Context: an optimization exercise on an open-source flow, tuned for small area. The choices shown serve that exercise and are no tape-out recipe.
At most, simulation tests tie the RTL to the original design; equivalence was not proved.
Function not checked in run 1: the RTL went through the layout flow alone.

$ cat design/flow/config.mk
export PLATFORM = sky130hd
export DESIGN_NAME = pixel_generation
export DESIGN_NICKNAME = pixel_generation
export VERILOG_FILES = /design/flow/design.v
export SDC_FILE = /design/flow/constraint.sdc
export NUM_CORES = 4
export LEC_CHECK = 0
export ABC_AREA = 1
export CAP_MARGIN = 20
export CORE_MARGIN = 2
export CORE_UTILIZATION = 40
export SLEW_MARGIN = 20
$ cat design/flow/design.v
`timescale 1ns / 1ps
module pixel_generation(
    input clk,
    input reset,
    input video_on,
    input [9:0] x, y,
    input KEY_UP, KEY_DOWN, KEY_LEFT, KEY_RIGHT,
    output reg [11:0] rgb
    );
    reg [2:0] st;
    reg [9:0] sx;           
    reg [8:0] sy;           
    reg       dx2;          
    reg [1:0] dir;          
    function ge(input [9:0] a, input [9:0] c);
        integer i;
        begin
            ge = 1'b1;
            for (i = 0; i < 10; i = i + 1)
                ge = c[i] ? (a[i] & ge) : (a[i] | ge);
        end
    endfunction
    function le(input [9:0] a, input [9:0] c);
        integer i;
        begin
            le = 1'b1;
            for (i = 0; i < 10; i = i + 1)
                le = c[i] ? (~a[i] | le) : (~a[i] & le);
        end
    endfunction
    function [10:0] add10(input [9:0] a, input [9:0] b, input ci);
        integer i;
        reg c;
        begin
            c = ci;
            for (i = 0; i < 10; i = i + 1) begin
                add10[i] = a[i] ^ b[i] ^ c;
                c = (a[i] & b[i]) | (a[i] & c) | (b[i] & c);
            end
            add10[10] = c;
        end
    endfunction
    function gev(input [9:0] a, input [9:0] b);
        integer i;
        begin
            gev = 1'b1;
            for (i = 0; i < 10; i = i + 1)
                gev = (a[i] & ~b[i]) | ((a[i] | ~b[i]) & gev);
        end
    endfunction
    wire play  = st[2];
    wire start = ~st[2] & ~st[1];
    wire over  = ~st[2] & st[1];
    function hbox(input [9:0] p, input [8:0] q);
        hbox = (ge(p, 100) && le(p, 200) && ge(q, 19)  && le(q, 150)) ||
               (ge(p, 120) && le(p, 140) &&              le(q, 70))  ||
               (ge(p, 240) && le(p, 280) && ge(q, 89)  && le(q, 180)) ||
               (ge(p, 320) && le(p, 340) &&              le(q, 90))  ||
               (ge(p, 470) && le(p, 590) && ge(q, 4)   && le(q, 150)) ||
               (ge(p, 550) && le(p, 640) && ge(q, 219) && le(q, 270)) ||
               (ge(p, 500) && le(p, 530) && ge(q, 289))             ||
               (ge(p, 140) && le(p, 220) && ge(q, 349))             ||
               (ge(p, 180) && le(p, 280) && ge(q, 269) && le(q, 320)) ||
               (ge(p, 260) && le(p, 370) && ge(q, 199) && le(q, 250)) ||
               (ge(p, 60)  && le(p, 90)  && ge(q, 129) && le(q, 180)) ||
               (ge(p, 320) && le(p, 340) && ge(q, 249) && le(q, 300)) ||
               (ge(p, 420) && le(p, 440) && ge(q, 259) && le(q, 320)) ||
               (ge(p, 60)  && le(p, 140) && ge(q, 229) && le(q, 290)) ||
               (ge(p, 490) && le(p, 510) && ge(q, 149) && le(q, 280)) ||
               (ge(p, 120) && le(p, 140) && ge(q, 239) && le(q, 320));
    endfunction
    function vbox(input [9:0] c, input [9:0] r);
        vbox = (ge(r, 50)  && le(r, 150) && ge(c, 85)  && le(c, 200)) ||
               (            le(r, 70)  && ge(c, 105) && le(c, 140)) ||
               (ge(r, 120) && le(r, 180) && ge(c, 220) && le(c, 280)) ||
               (            le(r, 90)  && ge(c, 305) && le(c, 340)) ||
               (ge(r, 35)  && le(r, 150) && ge(c, 455) && le(c, 590)) ||
               (ge(r, 250) && le(r, 270) && ge(c, 535) && le(c, 640)) ||
               (ge(r, 320) && le(r, 480) && ge(c, 485) && le(c, 530)) ||
               (ge(r, 380) && le(r, 480) && ge(c, 125) && le(c, 220)) ||
               (ge(r, 300) && le(r, 320) && ge(c, 165) && le(c, 280)) ||
               (ge(r, 230) && le(r, 250) && ge(c, 245) && le(c, 370)) ||
               (ge(r, 160) && le(r, 180) && ge(c, 45)  && le(c, 90))  ||
               (ge(r, 280) && le(r, 300) && ge(c, 305) && le(c, 340)) ||
               (ge(r, 290) && le(r, 320) && ge(c, 405) && le(c, 440)) ||
               (ge(r, 260) && le(r, 290) && ge(c, 45)  && le(c, 140)) ||
               (ge(r, 180) && le(r, 280) && ge(c, 475) && le(c, 510)) ||
               (ge(r, 270) && le(r, 320) && ge(c, 105) && le(c, 140));
    endfunction
    wire tick   = (y == 10'd481) && (x == 10'd0);
    wire x_edge = ge(sx, 623) && le(sx, 1007);    
    wire x_zero = (sx == 10'd0);
    wire y_zero = (sy == 9'd0);
    wire y_edge = (sy[8:6] == 3'b111);            
    wire d_up = (dir == 2'b00), d_dn = (dir == 2'b01);
    wire d_lf = (dir == 2'b10), d_rt = (dir == 2'b11);
    wire        x_minus = x_edge | d_lf;
    wire [10:0] s_c  = add10(sx, x_minus ? {{9{1'b1}}, ~dx2} : {8'd0, dx2, ~dx2}, 1'b0);
    wire [9:0]  s    = s_c[9:0];
    wire [10:0] ph_c = add10(s, {5'd0, d_rt, 4'd0}, 1'b0);
    wire [9:0]  ph   = ph_c[9:0];
    wire r_edge_kill = d_rt & x_edge & ~((sx == 10'd623) & ~dx2);
    wire [10:0] t_c  = add10({1'b0, sy}, d_up ? 10'h3ff : 10'd1, 1'b0);
    wire [9:0]  t    = t_c[9:0];
    wire [10:0] pv_c = add10(t, {4'd0, d_dn, 5'd0}, 1'b0);
    wire [9:0]  pv   = pv_c[9:0];
    wire [9:0] bu = dir[1] ? ph : sx;
    wire [9:0] bv = dir[1] ? {1'b0, sy} : pv;
    wire blocked = dir[1] ? (hbox(bu, bv[8:0]) & ~r_edge_kill) : vbox(bu, bv);
    wire ok = ~blocked;
    reg [9:0] sx_n;
    reg [8:0] sy_n;
    always @* begin
        sx_n = sx;
        sy_n = sy;
        if (tick) begin
            if (x_zero)                      sx_n = {8'd0, dx2, ~dx2};
            else if (x_edge | dir[1])        sx_n = s;
            if (y_zero)                      sy_n = 9'd1;
            else if (y_edge)                 sy_n = 9'd447;
            else if (~dir[1])                sy_n = t[8:0];
        end
    end
    reg dx2_n;
    always @* begin
        dx2_n = dx2;
        if (y_zero)                dx2_n = dx2;
        else if (x_edge)           dx2_n = 1'b0;
        else if (ge(sx, 284) && le(sx, 1007)) dx2_n = 1'b1;
    end
    wire win = ge(sx, 594) && le(sx, 1007) && le({1'b0, sy}, 30);
    wire lives0 = (st[1:0] == 2'b00);
    always @(posedge clk or posedge reset) begin
        if (reset) begin
            st  <= 3'b000;
            sx  <= 10'd0;
            sy  <= 9'd430;
            dx2 <= 1'b0;
            dir <= 2'b00;
        end else begin
            if (over) begin
                if (KEY_UP) st <= 3'b000;
            end else if (play || KEY_UP) begin
                if (ok) begin
                    sx  <= sx_n;
                    sy  <= sy_n;
                    dx2 <= dx2_n;
                end
                if (KEY_UP)         dir <= 2'b00;
                else if (KEY_DOWN)  dir <= 2'b01;
                else if (KEY_LEFT)  dir <= 2'b10;
                else if (KEY_RIGHT) dir <= 2'b11;
                if (win) begin
                    st <= 3'b011;
                    sx <= 10'd0;
                    sy <= 9'd430;
                end else if (play && lives0) begin
                    st <= 3'b010;
                    sx <= 10'd0;
                    sy <= 9'd430;
                end else if (play) begin
                    if (!ok) st[1:0] <= {st[1] & st[0], ~st[0]};
                end else begin
                    st <= ok ? 3'b111 : 3'b110;
                end
            end
        end
    end
    wire [10:0] sxr_c = add10(sx, 10'd16, 1'b0);                
    wire [10:0] syb_c = add10({1'b0, sy}, 10'd31, 1'b0);        
    wire sq_on = gev(x, sx) && (sxr_c[10] || gev(sxr_c[9:0], x)) &&
                 gev(y, {1'b0, sy}) && gev(syb_c[9:0], y);
    wire rect_on =
        (ge(x, 100) && le(x, 200)) && (ge(y, 50) && le(y, 150)) ||
        (ge(x, 120) && le(x, 140)) && (le(y, 70)) ||
        (ge(x, 240) && le(x, 280)) && (ge(y, 120) && le(y, 180)) ||
        (ge(x, 320) && le(x, 340)) && (le(y, 90)) ||
        (ge(x, 490) && le(x, 510)) && (ge(y, 180) && le(y, 280)) ||
        (ge(x, 470) && le(x, 590)) && (ge(y, 35) && le(y, 150)) ||
        (ge(x, 550))             && (ge(y, 250) && le(y, 270)) ||
        (ge(x, 500) && le(x, 530)) && (ge(y, 320)) ||
        (ge(x, 140) && le(x, 220)) && (ge(y, 380)) ||
        (ge(x, 180) && le(x, 280)) && (ge(y, 300) && le(y, 320)) ||
        (ge(x, 260) && le(x, 370)) && (ge(y, 230) && le(y, 250)) ||
        (ge(x, 60) && le(x, 90))   && (ge(y, 160) && le(y, 180)) ||
        (ge(x, 320) && le(x, 340)) && (ge(y, 280) && le(y, 300)) ||
        (ge(x, 420) && le(x, 440)) && (ge(y, 290) && le(y, 320)) ||
        (ge(x, 60) && le(x, 140))  && (ge(y, 260) && le(y, 290)) ||
        (ge(x, 120) && le(x, 140)) && (ge(y, 270) && le(y, 320));
    wire flag_on  = (ge(x, 610) && le(x, 630)) && (le(y, 30));
    wire stick_on = (ge(x, 630) && le(x, 635)) && (le(y, 50));
    wire s_on = (ge(x, 100) && le(x, 140)) && (ge(y, 200) && le(y, 220)) ||
                (ge(x, 100) && le(x, 120)) && (ge(y, 220) && le(y, 240)) ||
                (ge(x, 100) && le(x, 140)) && (ge(y, 240) && le(y, 260)) ||
                (ge(x, 120) && le(x, 140)) && (ge(y, 260) && le(y, 280)) ||
                (ge(x, 100) && le(x, 140)) && (ge(y, 280) && le(y, 300));
    wire t_on = (ge(x, 160) && le(x, 200)) && (ge(y, 200) && le(y, 220)) ||
                (ge(x, 175) && le(x, 185)) && (ge(y, 200) && le(y, 300));
    wire a_on = (ge(x, 220) && le(x, 240)) && (ge(y, 200) && le(y, 300)) ||
                (ge(x, 240) && le(x, 260)) && (ge(y, 200) && le(y, 220)) ||
                (ge(x, 240) && le(x, 260)) && (ge(y, 240) && le(y, 260)) ||
                (ge(x, 260) && le(x, 280)) && (ge(y, 200) && le(y, 300));
    wire r_on = (ge(x, 300) && le(x, 315)) && (ge(y, 200) && le(y, 250)) ||
                (ge(x, 315) && le(x, 325)) && (ge(y, 200) && le(y, 215)) ||
                (ge(x, 325) && le(x, 340)) && (ge(y, 200) && le(y, 250)) ||
                (ge(x, 315) && le(x, 325)) && (ge(y, 225) && le(y, 250)) ||
                (ge(x, 300) && le(x, 320)) && (ge(y, 250) && le(y, 300)) ||
                (ge(x, 335) && le(x, 345)) && (ge(y, 250) && le(y, 290));
    wire t2_on = (ge(x, 360) && le(x, 400)) && (ge(y, 200) && le(y, 220)) ||
                 (ge(x, 375) && le(x, 385)) && (ge(y, 220) && le(y, 300));
    wire won_on =
        (ge(x, 290) && le(x, 300) && ge(y, 210) && le(y, 260)) ||
        (ge(x, 310) && le(x, 320) && ge(y, 220) && le(y, 260)) ||
        (ge(x, 330) && le(x, 340) && ge(y, 210) && le(y, 260)) ||
        (ge(x, 300) && le(x, 310) && ge(y, 250) && le(y, 260)) ||
        (ge(x, 320) && le(x, 330) && ge(y, 250) && le(y, 260)) ||
        (ge(x, 360) && le(x, 370) && ge(y, 210) && le(y, 260)) ||
        (ge(x, 380) && le(x, 390) && ge(y, 210) && le(y, 260)) ||
        (ge(x, 370) && le(x, 380) && ge(y, 210) && le(y, 220)) ||
        (ge(x, 370) && le(x, 380) && ge(y, 250) && le(y, 260)) ||
        (ge(x, 410) && le(x, 420) && ge(y, 210) && le(y, 260)) ||
        (ge(x, 430) && le(x, 440) && ge(y, 210) && le(y, 260)) ||
        (ge(x, 420) && le(x, 430) && ge(y, 210) && le(y, 220));
    wire loss_on =
        (ge(x, 280) && le(x, 290) && ge(y, 200) && le(y, 240)) ||
        (ge(x, 290) && le(x, 320) && ge(y, 230) && le(y, 240)) ||
        (ge(x, 330) && le(x, 340) && ge(y, 200) && le(y, 240)) ||
        (ge(x, 360) && le(x, 370) && ge(y, 200) && le(y, 240)) ||
        (ge(x, 340) && le(x, 360) && ge(y, 200) && le(y, 210)) ||
        (ge(x, 340) && le(x, 360) && ge(y, 230) && le(y, 240)) ||
        (ge(x, 390) && le(x, 420) && ge(y, 200) && le(y, 210)) ||
        (ge(x, 390) && le(x, 400) && ge(y, 210) && le(y, 220)) ||
        (ge(x, 390) && le(x, 420) && ge(y, 220) && le(y, 230)) ||
        (ge(x, 410) && le(x, 420) && ge(y, 230) && le(y, 240)) ||
        (ge(x, 390) && le(x, 420) && ge(y, 240) && le(y, 250)) ||
        (ge(x, 440) && le(x, 470) && ge(y, 200) && le(y, 210)) ||
        (ge(x, 450) && le(x, 460) && ge(y, 210) && le(y, 240));
    wire sq = play & sq_on;
    wire msg = st[0] ? won_on : loss_on;
    wire r_b = (play & ~sq & (rect_on | flag_on | stick_on)) |
               (start & (s_on | t2_on)) |
               (over & ~msg);
    wire g_b = (play & ~sq & (rect_on | (~flag_on & stick_on))) |
               (start & (t_on | r_on));
    wire b_b = (play & (sq_on | rect_on)) |
               (start & a_on) |
               (over & ~msg);
    always @* begin
        rgb[11:8] = {4{video_on & r_b}};
        rgb[7:4]  = {4{video_on & g_b}};
        rgb[3:0]  = {4{video_on & b_b}};
    end
endmodule
$ cat design/flow/standard.sh
#!/bin/bash
# synth_recipe.tcl (not shown) runs the flow's synth.tcl, then flattens the netlist and writes it again
# the make line also repeats each setting of config.mk as NAME=value (left out here)
make -C /OpenROAD-flow-scripts/flow DESIGN_CONFIG=/design/flow/config.mk WORK_HOME=/design/flow/orfs CLKGATE_MAP_FILE= SYNTH_SCRIPT=/design/flow/synth_recipe.tcl "${@:-finish}"
$ cat design/flow/flow/run.sh
#!/bin/bash
# Layout flow: the standard flow, except that synthesis maps the logic
# with an area-oriented ABC script (flow/area.abc) instead of ORFS's
# delay-oriented one. Registers, floorplan, power grid, placement, CTS and
# routing are exactly the standard flow's.
set -euo pipefail
WORK=$(pwd)
sed "s|SYNTH_SCRIPT=[^ ]*|SYNTH_SCRIPT=$WORK/flow/my_synth.tcl|" standard.sh > my_standard.sh
grep -q "SYNTH_SCRIPT=$WORK/flow/my_synth.tcl" my_standard.sh
bash my_standard.sh > flow_make.log 2>&1
$ cat design/flow/flow/my_synth.tcl
proc synth {args} { yosys synth -nofsm -noshare {*}$args }
# area-oriented mapping: same synthesis, own ABC script
set ::my_abc_script [file join [file dirname [file normalize [info script]]] area.abc]
proc abc {args} {
  set i [lsearch -exact $args -script]
  if {$i >= 0} { set args [lreplace $args $i [expr {$i + 1}] -script $::my_abc_script] }
  yosys abc {*}$args
}
source $::env(SCRIPTS_DIR)/synth.tcl
# left out here: clear keep_hierarchy, flatten, clean up, hide names made inside functions, write 1_2_yosys.v
$ cat design/flow/flow/area.abc
strash; dch; map -a; topo
$ cat design/flow/constraint.sdc
create_clock -name core_clock -period 10.0 [get_ports {clk}]
set_input_delay 2.0000 -clock core_clock [delete_from_list [all_inputs] [get_ports {clk}]]
set_output_delay 2.0000 -clock core_clock [all_outputs]
set_load 0.01 [all_outputs]
==> results_dict.tcl, run 1 <==
set metrics [dict create \
    outcome "finished clean" \
    ctsResizeCount 0 \
    cts.htree.levels 1 \
    grt_max_degree 31 \
    grtUsageTotal_pct 29.3 \
    clock_path_buffers 2 \
    synth.top_cell.area_share_pct 13.4 \
    core-area_um2 14400 \
    slew_violations 0 \
    dp_slack_ns 0.974 \
    syn-cell-area_um2 5830 \
    timing.reg2reg.setup_slack_ns 0.84 \
    fin_ws_ns 0.843 \
    criticalPathCategory "reg2reg" \
    post-route-period-util_pct 91.6 \
    antenna_found_initial 0 \
    wl_per_cell_um 18.9 \
    wl_um 23700 \
    dieArea_um2 15600 \
    seq_area_frac_synth_pct 10.9 \
    drc 0 \
    crit_required_ns 10.18 \
    setup-violations-final 0 \
    ys_types 44 \
    postSynthAreaPerCell_um2 5.71 \
    synth_commonest_cells "nor2_1, clkinv_1, nand2_1, o21ai_0, a21oi_1" \
    cts_sinks 25 \
    final.min_clock_period_ns 9.16 \
    nets 1137 \
    fin_cells 1250 \
    min_path_type "reg2reg" \
    cp.arrival_ns 9.34 \
    fmax_mhz 109 \
    cts_inserted_buffers 3 \
    hold_slack_ns 0.542 \
    syn-num-nets 1090 \
    startpoint_type "register" \
    cap_viol_max_count 0 \
    cp_common_cell "clkinv_1" \
    synth.most_common_cell "nor2_1" \
    synth-async-reset-ratio_pct 100 \
    vias 7933 \
    yosys.area.top_type "nor2_1" \
    hpwl_um 18900 \
    rsz0062_at_grt "false" \
    clock_latency_ns 0.27 \
    die_y_um 125 \
    postCtsSetupRepairBufs 0 \
    syn_inst 1020 \
    setup_tns_ns 0 \
    ant_nets 0 \
    path_max_fanout 20 \
    cpPeakStageDelay_ns 0.46 \
    synth-edff-count 0 \
    hold_buffers 0 \
    dp_cells 1246 \
    portBuffers 38 \
    synth_area_leaders "nor2_1, clkinv_1, nand2_1" \
    hold_violations 0 \
    drive_above_1_share_pct 3.19 \
    first_iter_violations 1175 \
    syn_to_final_growth_pct 12.4 \
    relSlewSlack_pct 24.7 \
    synth-seq-cells 25 \
    die_x_um 125 \
    overflow 0 \
    cts_root_buf "clkbuf_16" \
    cpMaxStageDelayCell "dfrtp_1" \
    grt_pass1_vias 7306 \
    worstMarginPinSlew_ns 1.10 \
    n_antenna_cell 0 \
    synth_ff_type "dfrtp_1" \
    row_count 44 \
    yosysWarnings 1 \
    cp-end-kind "register" \
    cts_tree "done" \
    firstDrtPassIters 7 \
    cts.clk_slew.worst_paths_ns 0.07 \
    ioPinCount 39 \
    routabilityCongestion 1.05 \
    fin_worst_skew_ns 0.00595 \
    grt_pass1_wl_um 37500 \
    vias_per_cell 6.35 \
    start_util_pct 40.6 \
]
[per-stage QoR]
step / area (um^2) / utilization (%)
after floorplan: 5830 / -
after global placement: 6470 / 45.0
after detailed placement: 6470 / 45.0
after CTS: 6550 / 45.6
after global routing: 6550 / 45.6
final: 6550 / 45.6
[cell usage in the layout, fill, tap and decap left out, types with 4 or more instances in the layout]
| cell type | synthesis | layout |
|---|---|---|
| nand3_1 | 40 | 40 |
| a41oi_1 | 6 | 6 |
| o21ai_0 | 99 | 99 |
| nor2_1 | 208 | 208 |
| or2_2 | 4 | 4 |
| a211oi_1 | 6 | 6 |
| clkinv_1 | 164 | 163 |
| a221oi_1 | 4 | 4 |
| ha_1 | 27 | 27 |
| nand2_1 | 138 | 138 |
| o211ai_1 | 11 | 11 |
| a21oi_1 | 95 | 95 |
| nor3_1 | 30 | 30 |
| dfstp_2 | 6 | 6 |
| o22ai_1 | 16 | 16 |
| a22oi_1 | 5 | 5 |
| clkdlybuf4s50_1 | 0 | 38 |
| a31oi_1 | 33 | 33 |
| o2111ai_1 | 10 | 10 |
| buf_4 | 9 | 13 |
| dfrtp_1 | 19 | 19 |
| a2111oi_0 | 8 | 8 |
| nand4_1 | 20 | 20 |
| nor4_1 | 16 | 16 |
| fa_1 | 16 | 16 |
[cell type report]
class	instances	area (um^2)
sequential	25	633
tap	184	230
inverter	164	616
multi-input combinational	822	4510
fill	1556	7820
clock inverter	1	5.00
clock buffer	3	75.1
timing repair buffer	51	478
[per-layer routing]
metal / GRT usage (%) / vias up / wire length, um
met3: 2.45 / 153 / 2150
met2: 49.0 / 603 / 10700
met5: 0 / - / 0
met4: 16.3 / 0 / 1570
met1: 37.1 / 3486 / 9270
li1: - / 3691 / -
[path summary, 6_finish.rpt]
check | endpoint | depth (start not counted) | startpoint
max in group asynchronous | sx[7]$_DFFE_PP0P_ | 2 | reset
setup reg to reg | sx[5]$_DFFE_PP0P_ | 43 | sx[4]$_DFFE_PP0P_
hold reg to reg | sy[2]$_DFFE_PP1P_ | 2 | sy[2]$_DFFE_PP1P_
min in group asynchronous | st[0]$_DFFE_PP0P_ | 2 | reset
setup / recovery | sx[5]$_DFFE_PP0P_ | 43 | sx[4]$_DFFE_PP0P_
hold / removal | sy[2]$_DFFE_PP1P_ | 2 | sy[2]$_DFFE_PP1P_
[logic make-up (layout without fill, tap and decap cells)]
logic type / after synthesis / in the layout / share of synthesized area (%)
adders and majority gates: 43 / 43 / 11.3
and+or+nand+nor: 461 / 461 / 33.3
xor gates and xnor gates: 5 / 5 / 0.752
buffers and inverters: 173 / 219 / 11.7
DFF: 25 / 25 / 10.9
AOI/OAI and AO/OA: 313 / 313 / 32.1
[sequential cells by signal (all words and copies together), names as in the netlist]
name / count
sx: 10
sy: 9
st: 3
dir: 2
dx2: 1
[critical path: cells and delay by family (launching register included)]
family	cells	cell delay (ns)
flops	1	0.46
fa+ha+maj	13	3.55
compound gates	8	1.54
buf+inv	10	1.70
simple gates	12	1.83
==> run 2: changes to the inputs <==
--- a/design/flow/design.v
+++ b/design/flow/design.v
@@ -100,13 +100,13 @@
     wire [10:0] ph_c = add10(s, {5'd0, d_rt, 4'd0}, 1'b0);
     wire [9:0]  ph   = ph_c[9:0];
     wire r_edge_kill = d_rt & x_edge & ~((sx == 10'd623) & ~dx2);
+    wire blk_h = hbox(ph, sy) & ~r_edge_kill;
     wire [10:0] t_c  = add10({1'b0, sy}, d_up ? 10'h3ff : 10'd1, 1'b0);
     wire [9:0]  t    = t_c[9:0];
     wire [10:0] pv_c = add10(t, {4'd0, d_dn, 5'd0}, 1'b0);
     wire [9:0]  pv   = pv_c[9:0];
-    wire [9:0] bu = dir[1] ? ph : sx;
-    wire [9:0] bv = dir[1] ? {1'b0, sy} : pv;
-    wire blocked = dir[1] ? (hbox(bu, bv[8:0]) & ~r_edge_kill) : vbox(bu, bv);
+    wire blk_v = vbox(sx, pv);
+    wire blocked = dir[1] ? blk_h : blk_v;
     wire ok = ~blocked;
     reg [9:0] sx_n;
     reg [8:0] sy_n;
==> design/flow/run.sh (new file) <==
#!/bin/bash
# synth_recipe.tcl (not shown) runs the flow's synth.tcl, then flattens the netlist and writes it again
# the make line also repeats each setting of config.mk as NAME=value (left out here)
make -C /OpenROAD-flow-scripts/flow DESIGN_CONFIG=/design/flow/config.mk WORK_HOME=/design/flow/orfs CLKGATE_MAP_FILE= SYNTH_SCRIPT=/design/flow/synth_recipe.tcl finish
removed: design/flow/flow/run.sh
removed: design/flow/flow/area.abc
removed: design/flow/flow/my_synth.tcl
removed: design/flow/standard.sh
==> run 2 against run 1 <==
Effect of this change: worst setup slack better by 1.3 ns; count of clock-buffer cells in the layout unchanged; register-to-register slack better by 1.7 ns; routed wire length rose by 16%; sequential cell count is the same; synthesized cell count increased by 25%; critical path depth decreased by 28; sequential share of layout area decreased by 1.0 points.
==> results_dict.tcl, run 2 <==
set metrics [dict create \
    die_x_um 136 \
    crit_required_ns 8.00 \
    postCtsSetupRepairBufs 0 \
    fmax_mhz 127 \
    fin_cells 1496 \
    outcome "finished clean" \
    grtUsageTotal_pct 29.3 \
    worstMarginPinSlew_ns 0.777 \
    ioPinCount 39 \
    antenna_found_initial 0 \
    cts.htree.levels 1 \
    wl_met1_um 13100 \
    synth.top_cell.area_share_pct 22.3 \
    first_iter_violations 1296 \
    fin_worst_skew_ns 0.0112 \
    grt_pass1_wl_um 42400 \
    clock_latency_ns 0.27 \
    hold_slack_ns 0.559 \
    cp-end-kind "primary output" \
    path_max_fanout 21 \
    syn-cell-area_um2 6950 \
    cts.clk_slew.worst_paths_ns 0.07 \
    cap_viol_max_count 0 \
    synth_area_leaders "nand2_1, nand3_1, inv_1" \
    relSlewSlack_pct 48.0 \
    cts_root_buf "clkbuf_16" \
    setup_tns_ns 0 \
    nets 1347 \
    slew_violations 0 \
    syn_inst 1279 \
    firstDrtPassIters 8 \
    cts_tree "done" \
    core-area_um2 17100 \
    dp_cells 1492 \
    die_y_um 136 \
    regMostFlops "sx" \
    wl_per_cell_um 18.3 \
    wl_met3_um 2770 \
    postSynthAreaPerCell_um2 5.43 \
    ant_nets 0 \
    syn_to_final_growth_pct 5.73 \
    cts_sinks 25 \
    yosysWarnings 1 \
    highest_layer "met4" \
    synth_ff_type "dfrtp_1" \
    final.min_clock_period_ns 7.85 \
    hold_buffers 0 \
    largest_reg_flops 10 \
    cts_inserted_buffers 3 \
    grt_max_degree 26 \
    r2r-start "sx[6]$_DFFE_PP0P_" \
    synth-async-reset-ratio_pct 100 \
    clock_path_buffers 2 \
    routabilityCongestion 1.03 \
    ys_types 55 \
    ctsResizeCount 0 \
    final_cell_mix "nand2_1, inv_1, nor2_1" \
    post-route-period-util_pct 78.5 \
    synth-seq-cells 25 \
    portBuffers 38 \
    cp.arrival_ns 5.85 \
    seq_area_frac_synth_pct 9.11 \
    synth-edff-count 0 \
    mostFrequentLayoutCell "nand2_1" \
    dr_wl_met2_um 11200 \
    fillCellCount 1946 \
    startpoint "x[5]" \
    vias 8553 \
    row_count 48 \
    hold_violations 0 \
    criticalPathCategory "in2out" \
    min_path_type "reg2reg" \
    start_util_pct 40.6 \
    startpoint_type "primary input" \
    utilization_pct 42.9 \
    ff2ff_path_depth 36 \
    reg_top3 "sx (10), sy (9), st (3)" \
    setup-violations-final 0 \
    dieArea_um2 18400 \
    crit_path_end "rgb[7]" \
    syn-num-nets 1354 \
    yosys.area.top_type "nand2_1" \
    drive_above_1_share_pct 6.06 \
    timing.reg2reg.setup_slack_ns 2.57 \
    n_antenna_cell 0 \
    hpwl_um 22400 \
    vias_per_cell 5.72 \
    synth_commonest_cells "nand2_1, inv_1, nor2_1, nand3_1, o21ai_0" \
    wl_um 27400 \
    rsz0062_at_grt "false" \
    drc 0 \
    synth.most_common_cell "nand2_1" \
    r2r-end "sx[6]$_DFFE_PP0P_" \
    overflow 0 \
    grt_pass1_vias 7529 \
]
-- run 2: cell count changes in the layout (fill, tap and decap cells not counted), moves of 10 or more --
cell	change
o21ai_0	-20
a31oi_1	-28
nor2_1	-76
a21oi_1	-39
inv_1	+155
o21ai_1	+15
nor4_1	-11
o21ai_2	+15
clkinv_1	-160
nand2_1	+274
nand3_1	+84
buf_4	-10
nor2_2	+12
-- run 2: per-stage QoR --
stage	worst slack (ns)	instance area, um^2
global route	1.88	7340
global placement	2.28	7260
CTS	2.25	7340
finish	2.15	7340
floorplan	3.63	6950
detailed placement	2.25	7260
-- run 2: logic make-up (layout without fill, tap and decap cells) --
logic type                 Yosys count  count (layout)  synth area share, %
adders and majority gates           48              48                 10.4
DFF                                 25              25                 9.11
buffers and inverters              222             214                 14.5
and+or+nand+nor                    761             761                 47.1
xor gates and xnor gates             1               1                0.126
AOI/OAI and AO/OA                  222             222                 18.8
-- run 2: layout make-up --
type                            count  area, um^2  area share (%)
Clock inverter                      1        5.00          0.0681
Inverter                          169         639            8.71
Timing Repair Buffer               41         403            5.49
Sequential cell                    25         633            8.62
Multi-Input combinational cell   1032        5310            72.3
Clock buffer                        3        75.1            1.02
Tap cell                          225         282            3.83
-- run 2: worst min-delay path by stage --
stage	slack, ns	startpoint	depth (start not counted)	endpoint
final	0.56	sy[1]$_DFFE_PP1P_	2	sy[1]$_DFFE_PP1P_
after global routing	0.57	sy[2]$_DFFE_PP1P_	2	sy[2]$_DFFE_PP1P_
after CTS	0.55	sy[2]$_DFFE_PP1P_	2	sy[2]$_DFFE_PP1P_
after detailed placement	0.54	sy[2]$_DFFE_PP1P_	2	sy[2]$_DFFE_PP1P_
after global placement	0.53	dx2$_DFFE_PP0P_	2	dx2$_DFFE_PP0P_
after floorplan	0.49	st[0]$_DFFE_PP0P_	2	st[0]$_DFFE_PP0P_
-- run 2: per-layer routing --
metal	track usage, %	vias up
met5	0	-
met1	45.6	3911
met2	42.6	455
li1	-	4148
met3	5.13	39
met4	3.82	0
-- run 2: worst max-delay path, cell delays in order --
cell and delay (ns):
clkdlybuf4s50_1 0.81, inv_1 0.53, nand2_1 0.18, nor2_1 0.39, nand3_1 0.23, a21oi_1 0.30, nand3_1 0.11, nand2_1 0.08
nor3_1 0.05, nand3_1 0.12, nor2_1 0.06, nand2_1 0.05, nand3_1 0.06, a21oi_1 0.27, clkdlybuf4s50_1 0.60

afterwards: timing with drivers on the ports:
How much do the figures lean on ideal ports? The routed layouts below were timed once more, with nothing changed but the port constraints.
Step 1, drivers: a clkbuf_16 drives clk and a buf_2 each remaining input, both assumed.
Step 2 times the ports against the registers' clock, not the clock port: input delays grow and output delays shrink by t, the midpoint of the rising clock arrivals with the driver on.
a / b / c = ideal ports / drivers / drivers and shift; a / b = the first two.
| run | t, ns | setup slack, ns | hold slack, ns | slew at the worst register clock pin (ns) | worst slew at a driven data input, ns |
|---|---|---|---|---|---|
| run 1 | 0.301 | 0.843 / 0.843 / 0.843 | 0.542 / 0.542 / 0.542 | 0.07 / 0.07 | 0.05 |
| run 2 | 0.300 | 2.154 / 2.131 / 2.131 | 0.559 / 0.559 / 0.559 | 0.08 / 0.08 | 0.04 |
After both steps every run listed still meets setup and hold. For run 2, which loses most, drivers alone change the setup slack by -0.023 ns; drivers and shift together by -0.023 ns.
